What follows belongs to an exercise in optimizing a design on an open flow for a short achievable clock period and few clock cycles per item; a production flow would make more cautious choices.
Only simulation tests tie the RTL to the original design; equivalence was not proved.
Power and IR drop assume default switching activity.

--- run.sh ---
#!/bin/bash
# synth_recipe.tcl (not shown) runs the flow's synth.tcl, then flattens the netlist and writes it again
# the make line also repeats each setting of config.mk as NAME=value (left out here)
make -C /OpenROAD-flow-scripts/flow DESIGN_CONFIG=/design/flow/config.mk WORK_HOME=/design/flow/orfs CLKGATE_MAP_FILE= SYNTH_SCRIPT=/design/flow/synth_recipe.tcl finish
--- config.mk ---
export PLATFORM = sky130hd
export DESIGN_NAME = sysc_verilog_top
export DESIGN_NICKNAME = sysc_verilog_top
export VERILOG_FILES = /design/flow/design.v
export SDC_FILE = /design/flow/constraint.sdc
export NUM_CORES = 4
export LEC_CHECK = 0
export ABC_CLOCK_PERIOD_IN_PS = 2000
export CAP_MARGIN = 20
export CORE_MARGIN = 2
export CORE_UTILIZATION = 40
export SETUP_SLACK_MARGIN = 2.5
export SLEW_MARGIN = 20
--- constraint.sdc ---
create_clock -name core_clock -period 4.5 [get_ports {clk}]
set_input_delay 0.9000 -clock core_clock [delete_from_list [all_inputs] [get_ports {clk}]]
set_output_delay 0.9000 -clock core_clock [all_outputs]
set_load 0.01 [all_outputs]
--- design.v ---
`timescale 1ps / 1fs
module sysc_verilog_top
(
    input  wire                   clk,
    input  wire                   rst_n,
    input  wire [7:0]             s_axi_awid,
    input  wire [7:0]             s_axi_awaddr,
    input  wire [7:0]             s_axi_awlen,
    input  wire [2:0]             s_axi_awsize,
    input  wire [1:0]             s_axi_awburst,
    input  wire                   s_axi_awlock,
    input  wire [3:0]             s_axi_awcache,
    input  wire [2:0]             s_axi_awprot,
    input  wire                   s_axi_awvalid,
    output wire                   s_axi_awready,
    input  wire [31:0]            s_axi_wdata,
    input  wire [3:0]             s_axi_wstrb,
    input  wire                   s_axi_wlast,
    input  wire                   s_axi_wvalid,
    output wire                   s_axi_wready,
    output wire [7:0]             s_axi_bid,
    output wire [1:0]             s_axi_bresp,
    output wire                   s_axi_bvalid,
    input  wire                   s_axi_bready,
    input  wire [7:0]             s_axi_arid,
    input  wire [7:0]             s_axi_araddr,
    input  wire [7:0]             s_axi_arlen,
    input  wire [2:0]             s_axi_arsize,
    input  wire [1:0]             s_axi_arburst,
    input  wire                   s_axi_arlock,
    input  wire [3:0]             s_axi_arcache,
    input  wire [2:0]             s_axi_arprot,
    input  wire                   s_axi_arvalid,
    output wire                   s_axi_arready,
    output wire [7:0]             s_axi_rid,
    output wire [31:0]            s_axi_rdata,
    output wire [1:0]             s_axi_rresp,
    output wire                   s_axi_rlast,
    output wire                   s_axi_rvalid,
    input  wire                   s_axi_rready
);
integer i, j;
function [2:0] step_of(input [2:0] size, input [1:0] burst);
    if (burst == 2'b00)
        step_of = 3'd0;
    else if (size == 3'd0)
        step_of = 3'd1;
    else if (size == 3'd1)
        step_of = 3'd2;
    else
        step_of = 3'd4;
endfunction
function put_here(input [3:0] occ, input pop, input integer k);
    if (pop)
        put_here = (k == 3 || !occ[k+1]) && (k == 0 || occ[k]);
    else
        put_here = !occ[k] && (k == 0 || occ[k-1]);
endfunction
function [3:0] occ_next(input [3:0] occ, input push, input pop);
    reg [3:0] o;
    begin
        o = pop ? {1'b0, occ[3:1]} : occ;
        occ_next = push ? {o[2:0], 1'b1} : o;
    end
endfunction
reg [31:0] mem [0:63];
reg [7:0] awq_id   [0:3];
reg [7:0] awq_addr [0:3];
reg [7:0] awq_len  [0:3];
reg [2:0] awq_step [0:3];
reg       awq_one  [0:3];    
reg [3:0] awq_occ;
reg       awready_reg;
reg       cw_valid;
reg [7:0] cw_id;
reg [7:0] cw_addr;
reg [7:0] cw_cnt;            
reg       cw_last;           
reg [2:0] cw_step;
reg [7:0] cw_hi;             
reg [7:0] cw_lo;             
reg [31:0] wq_data [0:3];
reg [3:0]  wq_strb [0:3];
reg [3:0]  wq_occ;
reg        wready_reg;
reg [3:0]  wb_en [0:63];
reg [31:0] wb_data;
reg [7:0] bq_id [0:3];
reg [3:0] bq_occ;
reg [7:0] bo_id;
reg       bo_valid;
wire aw_hs = s_axi_awvalid & awready_reg;
wire w_hs  = s_axi_wvalid & wready_reg;
wire b_pop = bq_occ[0] & s_axi_bready;
wire w_fire  = cw_valid & wq_occ[0] & (!cw_last | !bq_occ[3]);
wire cw_free = !cw_valid | (w_fire & cw_last);
wire awq_pop  = cw_free & awq_occ[0];
wire awq_push = aw_hs & !(cw_free & !awq_occ[0]);
wire b_push   = w_fire & cw_last;
wire [3:0] awq_occ_n = occ_next(awq_occ, awq_push, awq_pop);
wire [3:0] wq_occ_n  = occ_next(wq_occ, w_hs, w_fire);
wire [3:0] bq_occ_n  = occ_next(bq_occ, b_push, b_pop);
reg [7:0] cw_addr_n;
always @* begin
    if (cw_free)
        cw_addr_n = awq_occ[0] ? awq_addr[0] : s_axi_awaddr;
    else
        cw_addr_n = cw_addr + {5'd0, cw_step};
end
always @(posedge clk) begin
    for (i = 0; i < 4; i = i + 1) begin
        if (awq_push && put_here(awq_occ, awq_pop, i)) begin
            awq_id[i]   <= s_axi_awid;
            awq_addr[i] <= s_axi_awaddr;
            awq_len[i]  <= s_axi_awlen;
            awq_step[i] <= step_of(s_axi_awsize, s_axi_awburst);
            awq_one[i]  <= (s_axi_awlen == 8'd0);
        end else if (awq_pop && i < 3) begin
            awq_id[i]   <= awq_id[i+1];
            awq_addr[i] <= awq_addr[i+1];
            awq_len[i]  <= awq_len[i+1];
            awq_step[i] <= awq_step[i+1];
            awq_one[i]  <= awq_one[i+1];
        end
    end
    awq_occ <= awq_occ_n;
    awready_reg <= !awq_occ_n[3];
    if (cw_free) begin
        if (awq_occ[0]) begin
            cw_valid <= 1'b1;
            cw_id    <= awq_id[0];
            cw_addr  <= cw_addr_n;
            cw_hi    <= 8'd1 << cw_addr_n[7:5];
            cw_lo    <= 8'd1 << cw_addr_n[4:2];
            cw_cnt   <= awq_len[0];
            cw_last  <= awq_one[0];
            cw_step  <= awq_step[0];
        end else if (aw_hs) begin
            cw_valid <= 1'b1;
            cw_id    <= s_axi_awid;
            cw_addr  <= cw_addr_n;
            cw_hi    <= 8'd1 << cw_addr_n[7:5];
            cw_lo    <= 8'd1 << cw_addr_n[4:2];
            cw_cnt   <= s_axi_awlen;
            cw_last  <= (s_axi_awlen == 8'd0);
            cw_step  <= step_of(s_axi_awsize, s_axi_awburst);
        end else begin
            cw_valid <= 1'b0;
        end
    end else if (w_fire) begin
        cw_addr <= cw_addr_n;
        cw_hi   <= 8'd1 << cw_addr_n[7:5];
        cw_lo   <= 8'd1 << cw_addr_n[4:2];
        cw_cnt  <= cw_cnt - 8'd1;
        cw_last <= (cw_cnt == 8'd1);
    end
    for (i = 0; i < 4; i = i + 1) begin
        if (w_hs && put_here(wq_occ, w_fire, i)) begin
            wq_data[i] <= s_axi_wdata;
            wq_strb[i] <= s_axi_wstrb;
        end else if (w_fire && i < 3) begin
            wq_data[i] <= wq_data[i+1];
            wq_strb[i] <= wq_strb[i+1];
        end
    end
    wq_occ <= wq_occ_n;
    wready_reg <= !wq_occ_n[3];
    for (i = 0; i < 64; i = i + 1)
        wb_en[i] <= (w_fire && cw_hi[i/8] && cw_lo[i%8]) ? wq_strb[0] : 4'b0000;
    wb_data <= wq_data[0];
    for (i = 0; i < 4; i = i + 1) begin
        if (b_push && put_here(bq_occ, b_pop, i))
            bq_id[i] <= cw_id;
        else if (b_pop && i < 3)
            bq_id[i] <= bq_id[i+1];
    end
    bq_occ <= bq_occ_n;
    bo_valid <= bq_occ_n[0];
    if (b_push && put_here(bq_occ, b_pop, 0))
        bo_id <= cw_id;
    else if (b_pop)
        bo_id <= bq_id[1];
    else
        bo_id <= bq_id[0];
    if (!rst_n) begin
        awq_occ <= 4'b0000;
        awready_reg <= 1'b0;
        cw_valid <= 1'b0;
        wq_occ <= 4'b0000;
        wready_reg <= 1'b0;
        for (i = 0; i < 64; i = i + 1)
            wb_en[i] <= 4'b0000;
        bq_occ <= 4'b0000;
        bo_valid <= 1'b0;
    end
end
always @(posedge clk) begin
    for (i = 0; i < 64; i = i + 1)
        for (j = 0; j < 4; j = j + 1)
            if (wb_en[i][j])
                mem[i][8*j +: 8] <= wb_data[8*j +: 8];
end
assign s_axi_awready = awready_reg;
assign s_axi_wready  = wready_reg;
assign s_axi_bvalid  = bo_valid;
assign s_axi_bid     = bo_id;
assign s_axi_bresp   = 2'b00;
reg [7:0] arq_id   [0:3];
reg [7:0] arq_addr [0:3];
reg [7:0] arq_len  [0:3];
reg [2:0] arq_step [0:3];
reg       arq_one  [0:3];
reg [3:0] arq_occ;
reg       arready_reg;
reg       cr_valid;
reg [7:0] cr_id;
reg [7:0] cr_addr;
reg [7:0] cr_cnt;
reg       cr_last;
reg [2:0] cr_step;
reg [7:0] cr_lo;             
reg        s1_valid;
reg [7:0]  s1_sel;          
reg [7:0]  s1_id;
reg        s1_last;
reg [31:0] s1_data [0:7];
reg [7:0]  rq_id   [0:3];
reg [31:0] rq_data [0:3];
reg        rq_last [0:3];
reg [3:0]  rq_occ;
reg [7:0]  ro_id;
reg [31:0] ro_data;
reg        ro_last;
reg        ro_valid;
reg [3:0]  r_cred;           
wire ar_hs = s_axi_arvalid & arready_reg;
wire r_pop = rq_occ[0] & s_axi_rready;
wire r_fire  = cr_valid & !r_cred[3];
wire cr_free = !cr_valid | (r_fire & cr_last);
wire arq_pop  = cr_free & arq_occ[0];
wire arq_push = ar_hs & !(cr_free & !arq_occ[0]);
wire [3:0] arq_occ_n = occ_next(arq_occ, arq_push, arq_pop);
wire [3:0] rq_occ_n = occ_next(rq_occ, s1_valid, r_pop);
reg [7:0] cr_addr_n;
always @* begin
    if (cr_free)
        cr_addr_n = arq_occ[0] ? arq_addr[0] : s_axi_araddr;
    else
        cr_addr_n = cr_addr + {5'd0, cr_step};
end
reg [31:0] s1_mux [0:7];
reg [31:0] s2_data;
always @* begin
    for (i = 0; i < 8; i = i + 1) begin
        s1_mux[i] = 32'd0;
        for (j = 0; j < 8; j = j + 1)
            s1_mux[i] = s1_mux[i] | (mem[8*i + j] & {32{cr_lo[j]}});
    end
    s2_data = 32'd0;
    for (j = 0; j < 8; j = j + 1)
        s2_data = s2_data | (s1_data[j] & {32{s1_sel[j]}});
end
always @(posedge clk) begin
    for (i = 0; i < 4; i = i + 1) begin
        if (arq_push && put_here(arq_occ, arq_pop, i)) begin
            arq_id[i]   <= s_axi_arid;
            arq_addr[i] <= s_axi_araddr;
            arq_len[i]  <= s_axi_arlen;
            arq_step[i] <= step_of(s_axi_arsize, s_axi_arburst);
            arq_one[i]  <= (s_axi_arlen == 8'd0);
        end else if (arq_pop && i < 3) begin
            arq_id[i]   <= arq_id[i+1];
            arq_addr[i] <= arq_addr[i+1];
            arq_len[i]  <= arq_len[i+1];
            arq_step[i] <= arq_step[i+1];
            arq_one[i]  <= arq_one[i+1];
        end
    end
    arq_occ <= arq_occ_n;
    arready_reg <= !arq_occ_n[3];
    if (cr_free) begin
        if (arq_occ[0]) begin
            cr_valid <= 1'b1;
            cr_id    <= arq_id[0];
            cr_addr  <= cr_addr_n;
            cr_lo    <= 8'd1 << cr_addr_n[4:2];
            cr_cnt   <= arq_len[0];
            cr_last  <= arq_one[0];
            cr_step  <= arq_step[0];
        end else if (ar_hs) begin
            cr_valid <= 1'b1;
            cr_id    <= s_axi_arid;
            cr_addr  <= cr_addr_n;
            cr_lo    <= 8'd1 << cr_addr_n[4:2];
            cr_cnt   <= s_axi_arlen;
            cr_last  <= (s_axi_arlen == 8'd0);
            cr_step  <= step_of(s_axi_arsize, s_axi_arburst);
        end else begin
            cr_valid <= 1'b0;
        end
    end else if (r_fire) begin
        cr_addr <= cr_addr_n;
        cr_lo   <= 8'd1 << cr_addr_n[4:2];
        cr_cnt  <= cr_cnt - 8'd1;
        cr_last <= (cr_cnt == 8'd1);
    end
    s1_valid <= r_fire;
    s1_sel   <= 8'd1 << cr_addr[7:5];
    s1_id    <= cr_id;
    s1_last  <= cr_last;
    for (i = 0; i < 8; i = i + 1)
        s1_data[i] <= s1_mux[i];
    r_cred <= occ_next(r_cred, r_fire, r_pop);
    for (i = 0; i < 4; i = i + 1) begin
        if (s1_valid && put_here(rq_occ, r_pop, i)) begin
            rq_id[i]   <= s1_id;
            rq_data[i] <= s2_data;
            rq_last[i] <= s1_last;
        end else if (r_pop && i < 3) begin
            rq_id[i]   <= rq_id[i+1];
            rq_data[i] <= rq_data[i+1];
            rq_last[i] <= rq_last[i+1];
        end
    end
    rq_occ <= rq_occ_n;
    ro_valid <= rq_occ_n[0];
    if (s1_valid && put_here(rq_occ, r_pop, 0)) begin
        ro_id   <= s1_id;
        ro_data <= s2_data;
        ro_last <= s1_last;
    end else if (r_pop) begin
        ro_id   <= rq_id[1];
        ro_data <= rq_data[1];
        ro_last <= rq_last[1];
    end else begin
        ro_id   <= rq_id[0];
        ro_data <= rq_data[0];
        ro_last <= rq_last[0];
    end
    if (!rst_n) begin
        arq_occ <= 4'b0000;
        arready_reg <= 1'b0;
        cr_valid <= 1'b0;
        s1_valid <= 1'b0;
        r_cred <= 4'b0000;
        rq_occ <= 4'b0000;
        ro_valid <= 1'b0;
    end
end
assign s_axi_arready = arready_reg;
assign s_axi_rvalid  = ro_valid;
assign s_axi_rid     = ro_id;
assign s_axi_rdata   = ro_data;
assign s_axi_rlast   = ro_last;
assign s_axi_rresp   = 2'b00;
endmodule
==> results.cfg <==
[power]
power.switching_w = 0.0139
comb_power_share_pct = 5.4
ir_drop_mv = 0.304
power.share.clock_pct = 42.0
leakage_nw = 47.2
sw_frac_of_total_pct = 21.7
power_density_mw_per_mm2 = 462
internal_power_w = 0.0500
pwr-share-seq_pct = 52.6

[synthesis]
synth.ff_latch_count = 3283
synthCells = 6423
synth_area_sq_mm = 0.114
synth_edf_count = 2692
avgSynthCellArea_sq_um = 17.8
synthFlopType = edfxtp_1
yosys_warnings = 33
synthArstFlopShare_pct = 0
ys_seq_area_share_pct = 81.0
ys_types = 66

[cts]
holdBufCountCts = 0
h-tree-depth = 5
numCtsBuffers = 325
insertion_delay_ns = 0.88
cts_sinks = 3283
cts_root_buffer = clkbuf_16
cts_max_path_buffers = 4
cts_tree = built
clk_transition_reported_paths_ns = 0.07

[timing]
fmax_ghz = 0.428
tns_ns = 0
finalSetupViolations = 0
relSlewSlack_pct = 25.0
final-hold-violation-count = 0
min_period_ns = 2.34
drv_slew = 0
worstMarginPinSlew_ns = 1.12
rsz0062_at_grt = true
skew_ns = 0.0726
fin_crit_sh_pct = 52.0

[final_layout]
regArea_sq_mm = 0.0928
final_area_sq_mm = 0.138
top_regs = mem x2048, s1_data x256, wb_en x256
fillerInstances = 23300
largest-register = mem
fin_cells = 11000
syn2layout_area_growth_pct = 20.8
largest_register_ff_count = 2048
num-nets-final = 7062
drive_gt1_share_pct = 23.1
multi_input_area_sq_mm = 0.0231

[floorplan]
die_w_um = 539
rows = 196
core_area_sq_mm = 0.285
dieArea_sq_mm = 0.290
io_pins = 176
die_y_um = 539
initial_core_util_pct = 40.2

[worst_setup_path]
crit_path_frequent_cell = buf_12
crit_path_cell_trace = buf_6 > buf_4 > a21o_4 > nor3b_4 > o21bai_4 > buf_12 > buf_12 > buf_12 > buf_16 > mux2_4
cp_data_arrival_time_ns = 2.94
slowest_stage = edfxtp_1
path_max_fanout = 6
end_kind = flip-flop
crit_buf_inv = 6
slowest_delay_ns = 0.37
start_kind = flip-flop
crit_family = buffers and inverters
path_class = flip-flop to flip-flop
required_ns = 5.10

[grt]
first_global_vias = 61400
grt_pass1_wl_um = 428000
grt_antenna_before_repair = 19
grt_overflow = 0
grt_util_all_layers_pct = 19.8
grt_max_degree = 129

[hold_path]
holdCritPathClass = flip-flop to flip-flop

[detailed_routing]
drc_errors = 0
detail_route.wl_per_cell_um = 27.6
viasPerCell = 5.67
ant_nets = 0
via_count = 62200
routed_wl_um = 302000
drt_pass1_iterations = 5
initialDrtViolationCount = 6589

[place]
placed_cells = 10100
place_congestion = 0.797
placed_area_sq_mm = 0.122
place_hpwl_um = 158000
io_buffers = 154

[run]
cap_viol_max_count = 0

[status]
outcome = complete, no violations
## routing by layer
layer,share of wire [%],vias up,track usage (%)
met5,0,-,0
met4,3.4,0,6.56
met3,6.6,429,2.90
met2,49,2283,33.4
met1,41,32500,26.4
li1,-,27000,-
## repair_timing
action                                   CTS  global route
gates cloned                              52            35
setup buffers                            135            94
endpoints found under the setup margin  1556          1007
pin swaps                                 65            95
resized for setup                        599           268
## placed cells by master, fill, tap and decap left out, types with 84 or more instances in the layout
| master | instances |
|---|---|
| mux2_4 | 313 |
| and3_1 | 261 |
| clkbuf_16 | 364 |
| clkdlybuf4s50_1 | 96 |
| buf_12 | 93 |
| a22oi_1 | 1093 |
| dfxtp_1 | 538 |
| o21ai_0 | 84 |
| nand4_1 | 257 |
| clkbuf_1 | 88 |
| edfxtp_1 | 2692 |
| buf_4 | 177 |
| nand2_1 | 112 |
## stage by stage
step	util, %	power (W)	setup WS, ns	hold slack (ns)
finish	48.5	0.0639	2.16	0.337
global route	48.5	0.0656	2.10	0.350
CTS	47.6	0.0640	2.10	0.342
detailed placement	42.7	0.0371	1.01	0.328
global placement	42.6	0.0371	1.01	0.325
floorplan	-	0.0355	2.11	0.323
## cells by family (layout without fill, tap and decap cells)
| kind of cell | Yosys count | after routing | synth area share, % |
|---|---|---|---|
| AOI/OAI and AO/OA | 1371 | 1379 | 8.68 |
| buffers and inverters | 474 | 1214 | 1.68 |
| and+or+nand+nor | 861 | 887 | 4.39 |
| muxes | 389 | 389 | 3.91 |
| xor gates and xnor gates | 32 | 32 | 0.245 |
| adders and majority gates | 12 | 12 | 0.144 |
| other | 1 | 15 | 0.00328 |
| DFF | 3283 | 3283 | 81.0 |
## Yosys cell counts (6+ instances only)
| library cell | instances | area, sq um |
|---|---|---|
| inv_1 | 63 | 236 |
| ha_1 | 10 | 125 |
| nand2b_1 | 10 | 62.6 |
| xnor2_1 | 22 | 193 |
| nor3b_1 | 9 | 67.6 |
| and4_1 | 32 | 280 |
| o21ai_0 | 113 | 566 |
| a31oi_1 | 6 | 37.5 |
| nand3_1 | 12 | 60.1 |
| nand3b_1 | 7 | 52.6 |
| o22ai_1 | 6 | 37.5 |
| edfxtp_1 | 2692 | 80800 |
| nor4_1 | 7 | 43.8 |
| buf_2 | 29 | 145 |
| mux2_2 | 333 | 3750 |
| a22oi_1 | 1155 | 8670 |
| and2_1 | 24 | 150 |
| nor2b_1 | 21 | 131 |
| nand2_1 | 145 | 544 |
| mux2i_1 | 20 | 200 |
| nor2_1 | 39 | 146 |
| buf_1 | 20 | 75.1 |
| mux2_4 | 31 | 465 |
| a21o_1 | 7 | 52.6 |
| nand4_1 | 257 | 1610 |
| dfxtp_1 | 591 | 11800 |
| xor2_1 | 10 | 87.6 |
| clkbuf_1 | 345 | 1290 |
| buf_4 | 9 | 67.6 |
| and3_1 | 262 | 1640 |
| nor3_1 | 23 | 115 |
| a21oi_1 | 41 | 205 |
| a211oi_1 | 18 | 135 |
## worst paths after layout
check                                    from        endpoint  slack (ns)  cells past startpoint
worst max-delay path                  cw_last  wq_data[1][14]        2.16                     10
worst min-delay path            wq_data[0][9]      wb_data[9]        0.34                      0
worst max register to register        cw_last  wq_data[1][14]        2.16                     10
worst min register to register  wq_data[0][9]      wb_data[9]        0.34                      0
## power by group through the flow
stage | clock [W] | sequential, W | combinational (W)
finish | 0.0268 | 0.0336 | 0.00346
global route | 0.0284 | 0.0336 | 0.00364
CTS | 0.0272 | 0.0336 | 0.00322
detailed placement | 0 | 0.0343 | 0.00281
global placement | 0 | 0.0343 | 0.00276
floorplan | 0 | 0.0341 | 0.00145
## area by class of cell
class / instances / area share, %
antenna: 11 / 0.0199
tap: 3762 / 3.40
timing repair buffer: 555 / 4.94
clock inverter: 120 / 0.756
inverter: 64 / 0.181
multi-input combinational: 2703 / 16.7
sequential: 3283 / 67.1
clock buffer: 475 / 6.89
Testbench counts, summed over its fixed seeds: cycles 4,393, items 8,352.

==> afterwards: timing with drivers on the ports <==
No port has a modelled driver above. Below, the same layout with a new extraction and two added sets of constraints. Step 1: set_driving_cell puts a clkbuf_16 on clk and a buf_2 on each other input, an assumption about the parent block. Step 2, shift: input delay + t, output delay - t, t = (earliest + latest rising clock arrival at the registers) / 2. This alone moves slack from input paths to output paths. Three values: ideal, step 1, step 2; two values: the first two.
t (ns): 0.941
setup slack, ns: 2.161 / 2.074 / 1.478
clock arrival spread, ns: 0.078 / 0.078
worst register clock-pin slew, ns: 0.07 / 0.07
After both steps setup and hold are still met in this run. For this run, drivers alone change the setup slack by -0.087 ns; drivers and shift together by -0.683 ns.
